Source: an optimization exercise on an open RTL-to-GDS flow (aim: small area and a short achievable clock period). Production flows keep margins and buffers that such runs may drop. Only simulation tests tie the RTL to the original design; equivalence was not proved. Power figures rest on the tool's default switching activity, not on a simulated workload.

==> job 8666 <==
==> flow/design.v (excerpt) <==
module Booth (
    input  CLK, RST,
    input  [31:0] x, y,
    output [63:0] p
);
==> module GPLEAF, before the edit <==
module GPLEAF (
    input  a, b, rst,
    output g, p
);
    assign g = a & b & ~rst;
    assign p = a ^ b;
endmodule
Settings: LEC_CHECK=0, CAP_MARGIN=20, CORE_MARGIN=2, CORE_UTILIZATION=40, PLACE_DENSITY=0.75, SETUP_SLACK_MARGIN=3.1, SLEW_MARGIN=20, SYNTH_HIERARCHICAL=1, SYNTH_MINIMUM_KEEP_SIZE=0; clock period 7.5 ns.
standard.sh (not shown) runs the stock make flow with config.mk's settings and CLKGATE_MAP_FILE= SYNTH_SCRIPT=/design/flow/synth_recipe.tcl, a recipe that flattens the netlist after the stock synthesis.
==> flow/flow/run.sh <==
#!/bin/bash
# Own layout flow: the standard flow, plus one step after floorplan that
# sets every combinational cell to the smallest drive strength of its family
# (Yosys/ABC map with a fixed load and tends to pick oversized gates). The
# later resizer steps (repair_design, repair_timing) size up what needs it.
set -euo pipefail
here=$(pwd)
export POST_FLOORPLAN_TCL="$here/flow/downsize.tcl"
# buffer the ports with a plain buffer (the default pick is a slow delay cell)
export BUFFER_PORTS_ARGS="-buffer_cell sky130_fd_sc_hd__buf_2"
bash standard.sh > "$here/standard.log" 2>&1
==> flow/flow/downsize.tcl <==
# Swap each combinational standard cell for the smallest-drive cell of the same
# function (same footprint family); leave flops, adders, buffers and ties alone.
set n 0
foreach inst [get_cells *] {
  set master [get_property $inst ref_name]
  if {![regexp {^sky130_fd_sc_hd__([a-z0-9]+)_([0-9]+)$} $master -> base size]} { continue }
  if {[regexp {^(df|sdf|edf|dl|fa|ha|conb|tap|fill|decap|buf|clkbuf|clkdly|dlygate|dlymetal|inv|clkinv|diode|lpflow|probe)} $base]} { continue }
  set best ""
  set bestsize 1000
  foreach lc [get_lib_cells sky130_fd_sc_hd__${base}_*] {
    set nm [get_name $lc]
    if {![regexp "^sky130_fd_sc_hd__${base}_(\[0-9\]+)\$" $nm -> s]} { continue }
    if {[get_property $lc dont_use]} { continue }
    if {$s < $bestsize} { set bestsize $s; set best $nm }
  }
  if {$best ne "" && $best ne $master} {
    replace_cell $inst $best
    incr n
  }
}
puts "downsize: replaced $n cells"
==> inputs of job 6638, as changes to job 8666 <==
PLACE_DENSITY = not set   (was 0.75)
SETUP_SLACK_MARGIN = 3.4   (was 3.1)
==> inputs of job 5405, as changes to job 8666 <==
--- a/flow/design.v
+++ b/flow/design.v
@@ -75,7 +75,8 @@
     input  a, b, rst,
     output g, p
 );
-    assign g = a & b & ~rst;
+    wire   bn = b & ~rst;
+    assign g = a & bn;
     assign p = a ^ b;
 endmodule
 module KSA (
--- a/flow/flow/run.sh
+++ b/flow/flow/run.sh
@@ -7,5 +7,5 @@
 here=$(pwd)
 export POST_FLOORPLAN_TCL="$here/flow/downsize.tcl"
 # buffer the ports with a plain buffer (the default pick is a slow delay cell)
-export BUFFER_PORTS_ARGS="-buffer_cell sky130_fd_sc_hd__buf_2"
+export BUFFER_PORTS_ARGS="-buffer_cell sky130_fd_sc_hd__buf_1"
 bash standard.sh > "$here/standard.log" 2>&1
PLACE_DENSITY = not set   (was 0.75)
SETUP_SLACK_MARGIN = 3.35   (was 3.1)
==> inputs of job 7073, as changes to job 8666 <==
PLACE_DENSITY = 0.5   (was 0.75)
==> summary of the runs <==
First-iteration DRC count, lowest first: job 7073, job 8666, job 5405, job 6638. The lowest worst setup slack belongs to job 8666, the highest to job 5405. The lowest cell area belongs to job 8666, the highest to job 6638. In job 7073 the non-clock buffer count is lower than in job 5405, by 51. In synthesized area, job 6638 and job 7073 do not differ. Global-route usage: job 6638 is higher than job 5405 (1.6 points). The highest total power belongs to job 5405, the lowest to job 8666. In critical path depth, job 6638 and job 8666 do not differ.
==> figures <==
	job 7073	job 8666	job 6638	job 5405
Status	timing/DRC/antenna clean	timing/DRC/antenna clean	timing/DRC/antenna clean	timing/DRC/antenna clean
Data arrival, critical path	4.78 ns	4.80 ns	4.57 ns	2.65 ns
Final non-filler cell area	31270 um^2	30680 um^2	33710 um^2	32200 um^2
Wire length of the first global-routing pass	169.8 mm	150.9 mm	172.2 mm	164.4 mm
Area occupied by multi-input gates	22240 um^2	22200 um^2	23030 um^2	22740 um^2
Power in the clock group	1420 uW	1160 uW	1210 uW	1140 uW
Capture instance of the worst register-to-register path	gr[31]	gr[32]	gr[31]	gr[38]
Clock-pin slew on the worst setup and hold paths	0.06 ns	0.07 ns	0.09 ns	0.06 ns
Count of buffer and inverter cells on the critical path	0	0	0	1
Power density over the cells	528.0 nW/um^2	502.2 nW/um^2	491.8 nW/um^2	543.4 nW/um^2
Fraction of area in registers	16.23%	16.45%	15.24%	15.70%
Fill cell count	7729	7770	7489	7581
CP max stage delay	0.68 ns	0.80 ns	0.60 ns	0.38 ns
Final layout net count	3621	3597	3782	3614
CP max stage cell	sky130_fd_sc_hd__dfxtp_4	sky130_fd_sc_hd__dfxtp_1	sky130_fd_sc_hd__dfxtp_2	sky130_fd_sc_hd__dfxtp_1
Setup crit end kind	flip-flop	flip-flop	flip-flop	output pin
Critical Path Stages	11	11	11	9

## separate check: timing with driven ports
Ports are ideal in the flow. The routed layouts listed here were re-timed in OpenROAD.
Step 1, drivers: a clkbuf_16 drives CLK and a buf_2 each remaining input, both assumed.
Step 2 adds t to the input delays and takes it off the output delays; t is the mean of the earliest and latest rising clock arrival at the registers after step 1. Input paths then give back, and output paths get back, about the clock's delay inside the block.
a / b / c = ideal ports / drivers / drivers and shift; a / b = the first two.
run | t (ns) | setup WS [ns] | clock arrival spread, ns | pins driven straight from the clock port
job 8666 | 0.611 | 3.105 / 3.070 / 3.105 | 0.022 / 0.023 | 1
job 6638 | 0.619 | 3.345 / 3.313 / 3.272 | 0.021 / 0.021 | 1
job 5405 | 0.615 | 3.349 / 3.281 / 3.334 | 0.025 / 0.026 | 1
job 7073 | 0.636 | 3.145 / 3.086 / 3.145 | 0.040 / 0.040 | 1
After both steps every run listed still meets setup and hold. For job 6638, which loses most, drivers alone change the setup slack by -0.032 ns; drivers and shift together by -0.073 ns.
